What follows belongs to an exercise in optimizing a design on an open flow for small area; a production flow would make more cautious choices.
The RTL was checked by simulation tests, not by an equivalence proof against the original design.
Power is estimated from default activity; no workload was simulated.

==> design/flow/design.v <==
module shiftReg # ( 
  DATA_WIDTH = 16,
  MAX_FANOUT = 256
) (
  clk,
  rst,
  ena,
  in_data,
  out_data
);
  input   wire                       clk;
  input   wire                       rst;
  input   wire                       ena;
  input   wire   [DATA_WIDTH-1:0]    in_data;
  output         [DATA_WIDTH-1:0]    out_data;
  reg [DATA_WIDTH-1:0] out_data;
  always @(posedge clk) begin
    if(rst) begin
      out_data <= 0;
    end else if(ena) begin
      out_data <= in_data;
    end 
  end
endmodule
module nBit_mLength_shiftRegister #(
  DATA_WIDTH = 16,
  DELAY_LENGTH = 1,
  MAX_FANOUT = 256
) (
  clk,
  rst,
  ena,
  data_in,
  data_out
);
  input   wire                        clk;
  input   wire                        rst;
  input   wire                        ena;
  input   wire    [DATA_WIDTH-1:0]    data_in;
  output  wire    [DATA_WIDTH-1:0]    data_out;
  wire [DATA_WIDTH-1:0] shift_mem [0:DELAY_LENGTH+1];
  generate
    if(DELAY_LENGTH <= 0) begin
      assign data_out = data_in;
    end else begin
      assign data_out     = shift_mem[DELAY_LENGTH];
      assign shift_mem[0] = data_in;
    end
  endgenerate
  genvar i;
  generate
    for (i=0; i<DELAY_LENGTH; i=i+1) begin
      shiftReg # ( DATA_WIDTH, MAX_FANOUT ) PIPELINE_REG (
        .clk        (clk),
        .rst        (rst),
        .ena        (ena),
        .in_data    (shift_mem[i]),
        .out_data   (shift_mem[i+1])
      );
    end
  endgenerate
endmodule	
module bdot256 # ( 
		   DATA_WIDTH = 1,
		   ACCU_WIDTH = 32,
		   VECTOR_LENGTH = 256,
		   MULT_LATENCY = 3,
		   INPUT_DELAY = 1,
		   TREE_DELAY= 1,
		   OUT_DELAY = 1,
		   ROW_NUM = 1
		   )
   (
    clk,
    rst,
    ena,
    acc_reg,
    a_in,
    b_in,
    result
    );
   localparam TOTAL_DELAY = (MULT_LATENCY + 1) + TREE_DELAY*2 + INPUT_DELAY;
   input wire clk;
   input wire rst;
   input wire ena;
   input wire [31:0] acc_reg;
   input wire [DATA_WIDTH*VECTOR_LENGTH-1:0] a_in;
   input wire [DATA_WIDTH*VECTOR_LENGTH-1:0] b_in;
   output wire [31:0] 			     result;
   wire [DATA_WIDTH*VECTOR_LENGTH-1:0] 	     a_w;
   wire [DATA_WIDTH*VECTOR_LENGTH-1:0] 	     b_w;
   nBit_mLength_shiftRegister # (DATA_WIDTH*VECTOR_LENGTH, INPUT_DELAY) A_W_Q (clk, rst, ena, a_in, a_w);
   nBit_mLength_shiftRegister # (DATA_WIDTH*VECTOR_LENGTH, INPUT_DELAY) B_W_Q (clk, rst, ena, b_in, b_w);
   wire [31:0] 				     dot_res;
   wire [31:0] 				     acc_reg_q;
   wire [31:0] 				     res_q;
   nBit_mLength_shiftRegister #(32, TOTAL_DELAY + OUT_DELAY) acc_reg1 (clk, rst, ena, acc_reg, acc_reg_q);
   wire [(16*6)-1:0] 			     bdot16_dout; 
   genvar 				     i;
   generate 
      for(i=0; i<16; i=i+1) begin : bdot16_cluster
	 bdot16 bdot16_inst (
			     .clk  (clk),
			     .rst  (rst),
			     .ena  (ena),
			     .din0 (a_w[(i*16)+15 : (i*16)]),
			     .din1 (b_w[(i*16)+15 : (i*16)]),
			     .dout (bdot16_dout[(i*6)+5 : (i*6)])
			     );
      end
   endgenerate
   wire [(8*7)-1:0] res8;  
   wire [(8*7)-1:0] res8_q; 
   genvar 	    j;
   generate
      for(j=0; j<8; j=j+1) begin : reduce16to8
	 assign res8[(j*7)+6 : (j*7)] = 
					{ bdot16_dout [(j*6)+5],  
					  bdot16_dout [(j*6)+5: (j*6)] } + 
					{ bdot16_dout [(j*6)+(8*6)+5],  
					  bdot16_dout [(j*6)+(8*6)+5: (j*6)+(8*6)] }; 
      end
   endgenerate
   nBit_mLength_shiftRegister #(8*7, 1) RES8_PIPE (clk, rst, ena, res8, res8_q);
   wire [(4*8)-1:0] res4;  
   wire [(4*8)-1:0] res4_q; 
   genvar 	    k;
   generate
      for(k=0; k<4; k=k+1) begin : reduce8to4
	 assign res4[(k*8)+7 : (k*8)] = 
					{ res8_q [(k*7)+6],  
					  res8_q [(k*7)+6: (k*7)] } + 
					{ res8_q [(k*7)+(4*7)+6],  
					  res8_q [(k*7)+(4*7)+6: (k*7)+(4*7)] };  
      end
   endgenerate
   nBit_mLength_shiftRegister # (4*8, 1)    RES4_PIPE (clk, rst, ena, res4, res4_q);
   wire [(2*9)-1:0] res2;  
   wire [(2*9)-1:0] res2_q; 
   assign res2[8:0]  = { res4_q[7] ,res4_q[7:0]   } +
                       { res4_q[15],res4_q[15:8]  } ;
   assign res2[17:9] = { res4_q[23],res4_q[23:16] } +
                       { res4_q[31],res4_q[31:24] } ;
   nBit_mLength_shiftRegister # (2*9, 1)   RES2_PIPE (clk, rst, ena, res2, res2_q);
   wire [9:0] 	    dot256_res;
   assign dot256_res =  { res2_q[8] , res2_q[8:0]  } +
			{ res2_q[17], res2_q[17:9] } ;
   nBit_mLength_shiftRegister # (32, 3 - INPUT_DELAY)   DOT_PIPE (clk, rst, ena, {{22{dot256_res[9]}}, dot256_res}, dot_res);
   nBit_mLength_shiftRegister # ( 32, OUT_DELAY ) RES_Q (clk, rst, ena, dot_res, res_q);
   assign result = res_q + acc_reg_q;
endmodule
module bdot16 (
	       clk,
	       rst,
	       ena,
	       din0,
	       din1,
	       dout
	       );
   input wire          clk;
   input wire          rst;
   input wire          ena;
   input wire [15:0]   din0;
   input wire [15:0]   din1;
   output wire [5:0]   dout;  
   wire [15:0] 	       xnor_res;
   wire [3:0] 	       lt0_out, lt1_out, lt2_out, lt3_out;
   wire [3:0] 	       lt0_out_q, lt1_out_q, lt2_out_q, lt3_out_q;
   nBit_mLength_shiftRegister #(16, 1) XNOR_RES_Q  (clk, rst, ena, din0 ~^ din1, xnor_res);
   bcnt4 bcnt4_0 (xnor_res[3:0],   lt0_out);
   bcnt4 bcnt4_1 (xnor_res[7:4],   lt1_out);
   bcnt4 bcnt4_2 (xnor_res[11:8],  lt2_out);
   bcnt4 bcnt4_3 (xnor_res[15:12], lt3_out);
   nBit_mLength_shiftRegister #(4, 1) BCNT4_0 (clk, rst, ena, lt0_out, lt0_out_q);
   nBit_mLength_shiftRegister #(4, 1) BCNT4_1 (clk, rst, ena, lt1_out, lt1_out_q);
   nBit_mLength_shiftRegister #(4, 1) BCNT4_2 (clk, rst, ena, lt2_out, lt2_out_q);
   nBit_mLength_shiftRegister #(4, 1) BCNT4_3 (clk, rst, ena, lt3_out, lt3_out_q);
   assign dout =   { {2{lt0_out_q[3]}}, lt0_out_q } + 
                   { {2{lt1_out_q[3]}}, lt1_out_q } + 
                   { {2{lt2_out_q[3]}}, lt2_out_q } + 
                   { {2{lt3_out_q[3]}}, lt3_out_q } ; 
endmodule
module bcnt4 (
	      input [3:0]  din,
	      output [3:0] dout  
	      );
   assign dout = 
		 (din[3:0]==4'b0000) ? 4'b1100 :  
		 (din[3:0]==4'b0001) ? 4'b1110 :  
		 (din[3:0]==4'b0010) ? 4'b1110 :  
		 (din[3:0]==4'b0011) ? 4'b0000 :  
		 (din[3:0]==4'b0100) ? 4'b1110 :  
		 (din[3:0]==4'b0101) ? 4'b0000 :  
		 (din[3:0]==4'b0110) ? 4'b0000 :  
		 (din[3:0]==4'b0111) ? 4'b0010 :  
		 (din[3:0]==4'b1000) ? 4'b1110 :  
		 (din[3:0]==4'b1001) ? 4'b0000 :  
		 (din[3:0]==4'b1010) ? 4'b0000 :  
		 (din[3:0]==4'b1011) ? 4'b0010 :  
		 (din[3:0]==4'b1100) ? 4'b0000 :  
		 (din[3:0]==4'b1101) ? 4'b0010 :  
		 (din[3:0]==4'b1110) ? 4'b0010 :  
                 4'b0100 ;  
endmodule
==> design/flow/run.sh <==
#!/bin/bash
# synth_recipe.tcl (not shown) runs the flow's synth.tcl, then flattens the netlist and writes it again
# the make line also repeats each setting of config.mk as NAME=value (left out here)
make -C /OpenROAD-flow-scripts/flow DESIGN_CONFIG=/design/flow/config.mk WORK_HOME=/design/flow/orfs CLKGATE_MAP_FILE= SYNTH_SCRIPT=/design/flow/synth_recipe.tcl finish
==> design/flow/config.mk <==
export PLATFORM = sky130hd
export DESIGN_NAME = bdot256
export DESIGN_NICKNAME = bdot256
export VERILOG_FILES = /design/flow/design.v
export SDC_FILE = /design/flow/constraint.sdc
export NUM_CORES = 4
export LEC_CHECK = 0
export CAP_MARGIN = 20
export CORE_MARGIN = 2
export CORE_UTILIZATION = 45
export PLACE_DENSITY = 0.6
export SLEW_MARGIN = 20
==> design/flow/constraint.sdc <==
create_clock -name core_clock -period 5.0 [get_ports {clk}]
set_input_delay 1.0000 -clock core_clock [delete_from_list [all_inputs] [get_ports {clk}]]
set_output_delay 1.0000 -clock core_clock [all_outputs]
set_load 0.01 [all_outputs]
==> summary.txt <==
cells in the mapped netlist (all sizes together), types with 9 or more instances:
library cell  number
a2111oi           18
a211oi           150
a21o              61
a21oi             90
a311oi            22
buf              117
clkbuf           208
dfxtp           1335
fa               112
ha               212
inv              213
maj3              64
mux2i           1106
nand2             67
nand2b            21
nand3             12
nand4             66
nor2            1473
nor2b             11
nor3             159
o21ai             23
o21bai            10
o22ai              9
xnor2            533
xor2              60
worst register-to-register path, stage by stage (launching register included):
cell and delay (ps):
dfxtp_1 320, ha_1 220, fa_1 510, fa_1 430, ha_1 230, fa_1 440
xor2_1 500, ha_1 370, nor2b_1 150, nor3_1 170, mux2i_1 100, a211oi_1 230
area by class of cell:
type                       count  area (um^2)
tap                         1781         2230
clock buffer                 218         4430
timing repair buffer         637         6590
fill                       12120        61400
antenna                        3         7.51
sequential                  1335        26700
multi-input combinational   4346        32300
inverter                     213          800
clock inverter                52          672
placed cells by master, fill, tap and decap left out, drive strengths merged, types with 9 or more instances in the layout:
| cell | count |
|---|---|
| nand2 | 67 |
| o22ai | 9 |
| clkinv | 29 |
| bufinv | 10 |
| nor2b | 11 |
| buf | 61 |
| o21ai | 23 |
| fa | 112 |
| a211oi | 150 |
| nor3 | 159 |
| o21bai | 10 |
| xnor2 | 533 |
| maj3 | 64 |
| a2111oi | 18 |
| mux2i | 1106 |
| ha | 212 |
| nand4 | 66 |
| clkbuf | 218 |
| nand2b | 21 |
| xor2 | 60 |
| clkdlybuf4s50 | 576 |
| dfxtp | 1335 |
| nor2 | 1473 |
| a311oi | 22 |
| a21o | 61 |
| nand3 | 12 |
| a21oi | 90 |
| inv | 222 |
metal layers:
layer / up-vias / wire (um)
li1: 21936 / -
met1: 19507 / 62600
met2: 622 / 64600
met3: 216 / 6450
met4: 8 / 3800
met5: - / 48
worst min path at each step:
stage | startpoint | endpoint | slack (ps)
CTS | flip-flop | flip-flop | 480
global placement | flip-flop | flip-flop | 470
floorplan | DOT_PIPE.genblk2[0].PIPELINE_REG.out_data[9]$_SDFFE_PP0P_ | DOT_PIPE.genblk2[0].PIPELINE_REG.out_data[9]$_SDFFE_PP0P_ | 450
global route | flip-flop | flip-flop | 490
finish | flip-flop | flip-flop | 480
detailed placement | flip-flop | flip-flop | 470
stage by stage:
step,hold WS [ps],power (mW),instances
floorplan,452,18.2,6219
global placement,468,20.6,8312
detailed placement,467,20.8,8312
CTS,479,32.2,8582
global route,494,33.6,8584
finish,476,31.6,8585
what timing repair did:
action | in CTS | in global routing
endpoints found under the hold margin | 0 | 0
setup endpoints to repair | 0 | 7
resized for setup | 0 | 2
power groups by stage:
stage / Sequential (mW) / Combinational (mW) / Clock [mW]
global route: 12.5 / 9.15 / 12.0
detailed placement: 12.6 / 8.23 / 0
finish: 12.3 / 8.12 / 11.2
floorplan: 12.3 / 5.86 / 0
CTS: 12.3 / 8.30 / 11.6
global placement: 12.5 / 8.09 / 0
kinds of logic (layout without fill, tap and decap cells):
family / Yosys count / in the layout / synth area share [%]
simple gates: 1832 / 1832 / 12.1
fa+ha+maj: 388 / 388 / 9.05
flops: 1335 / 1335 / 43.7
xor+xnor: 593 / 593 / 8.49
other cells: 0 / 3 / 0
compound gates: 427 / 427 / 5.00
buf+inv: 538 / 1120 / 3.53
mux: 1106 / 1106 / 18.1
==> impl_metrics.json <==
{
  "grt_use_met1_pct": 24.7,
  "synth_edf_count": 0,
  "yosys_warnings": 14,
  "power.density_nw_per_um2": 429,
  "fmax_mhz": 214,
  "grtUsageMet3_pct": 4.54,
  "num_rows": 135,
  "setup.worst_path.end": "result[19]",
  "crit_fanout": 5,
  "max_stage_delay_ps": 550,
  "fin_util_pct": 54.6,
  "cts_max_path_buffers": 3,
  "ys_seq_area_share_pct": 43.7,
  "p_leak_nw": 32.0,
  "worst_path_most_repeated_cell": "inv_1",
  "crit_arrival_ps": 3680,
  "cp.depth": 11,
  "place_area_um2": 68600,
  "worst_slew_pin_slew_ps": 947,
  "clock-root-buffer": "clkbuf_16",
  "cp_data_required_time_ps": 4000,
  "finalSetupViolCount": 0,
  "gp_congestion": 0.865,
  "synth_cell_types": 66,
  "crit_family": "compound AO/OA/AOI/OAI gates",
  "relSlewSlack_pct": 36.8,
  "grtUsageTotal_pct": 19.5,
  "clockPowerShare_pct": 35.4,
  "fp.dieH_um": 373,
  "rsz0062_at_grt": "no",
  "finalInstanceArea_um2": 73700,
  "grt_pass1_wl_mm": 220,
  "io_buffers": 578,
  "drt-wirelength-per-cell_um": 16.0,
  "numCtsBuffers": 149,
  "status": "complete, no violations",
  "timing.final.ws_setup_ps": 323,
  "startpoint": "RES_Q.genblk2[0].PIPELINE_REG.out_data[1]$_SDFFE_PP0P_",
  "synth_area_leader_cell": "dfxtp_1",
  "hold_class": "flip-flop to flip-flop",
  "coreArea_um2": 135000,
  "cts_hold_buf": 0,
  "fin_nets": 7553,
  "place_hpwl_mm": 98.7,
  "async_reset_ff_share_pct": 0,
  "num_vias": 42289,
  "end_kind": "output port",
  "postSynthNetCount": 7090,
  "report.final.slew_viol_count": 0,
  "drc": 0,
  "io_pins": 579,
  "cts.sinks": 1335,
  "die_w_um": 373,
  "clock_skew_ps": 31.2,
  "antenna_found_initial": 9,
  "ir_worst_vdd_mv": 0.264,
  "preCtsSetupSlack_ps": 827,
  "synth_cells": 6219,
  "vias_per_cell": 4.93,
  "layout-drive-gt1-share_pct": 4.81,
  "path_buf_inv": 3,
  "grtUsageMet2_pct": 32.6,
  "min_path_cells": 2,
  "postRouteWirelength_mm": 138,
  "p_seq_share_pct": 38.9,
  "fin_crit_ps": 4680,
  "power.share.switching_pct": 29.9,
  "grt_max_degree": 130,
  "htreeDepth": 4,
  "synth_area_leaders": "dfxtp_1 44%, mux2i_1 18%, nor2_1 9.0%",
  "cts_tree": "built",
  "synth_seq_cells": 1335,
  "busiest_layer": "met2",
  "reg2reg_depth": 11,
  "post-route-period-util_pct": 93.5,
  "overflow": 0,
  "ant_nets": 0,
  "crit_type": "flip-flop to output port",
  "r2r_end": "RES8_PIPE.genblk2[0].PIPELINE_REG.out_data[41]$_SDFFE_PP0P_",
  "clk_latency_ps": 760,
  "r2r_slack_ps": 1250,
  "initialDrtViolationCount": 1928,
  "clk_pin_slew_ps": 60,
  "switching_power_mw": 9.47,
  "syn_to_final_growth_pct": 20.5,
  "grt_pass1_vias": 41688,
  "worstPathCellList": "ha_1 > inv_1 > fa_1 > inv_1 > a21oi_1 > o221ai_2 > o2111ai_1 > a22o_1 > o21ai_0 > xor2_1 > clkdlybuf4s50_1",
  "synth_top_cell_area_share_pct": 43.7,
  "postCtsSetupRepairBufs": 0,
  "syn-cell-area_um2": 61200,
  "synth_area_per_cell_um2": 9.84,
  "start_kind": "flip-flop",
  "final.setup.tns_ps": 0,
  "die_area_um2": 139000,
  "synthFlopType": "dfxtp_1",
  "p_int_mw": 22.2,
  "cp_slowest_cell": "clkdlybuf4s50_1",
  "maxCapViolCount": 0,
  "firstDrtPassIters": 5,
  "start_util_pct": 45.3,
  "comb_power_share_pct": 25.7,
  "finalHoldViolCount": 0
}

[port drivers added, routing unchanged]
The results above use ideal ports. As a check the final layout listed here was re-extracted and re-timed, cells and wires unchanged.
Step 1 (the two cells are an assumption about what drives the block):
set clk [get_ports {clk}]
set_driving_cell -lib_cell sky130_fd_sc_hd__clkbuf_16 $clk
set_driving_cell -lib_cell sky130_fd_sc_hd__buf_2 [delete_from_list [all_inputs] $clk]
Step 2 moves the port delays by t, midway between the first and last clock arrival at a register: inputs arrive t later, outputs are due t later. That takes back most of the time a late clock gives input paths.
Three values: ideal, step 1, step 2; two values: the first two.
shift t [ns]: 0.825
setup WS [ns]: 0.323 / 0.245 / 1.070
hold slack, ns: 0.476 / 0.476 / 0.476
cell pins on the clock port's net: 1
After both steps setup and hold are still met in this run. The setup slack of this run moves by -0.078 ns with the drivers and by +0.747 ns with both steps.
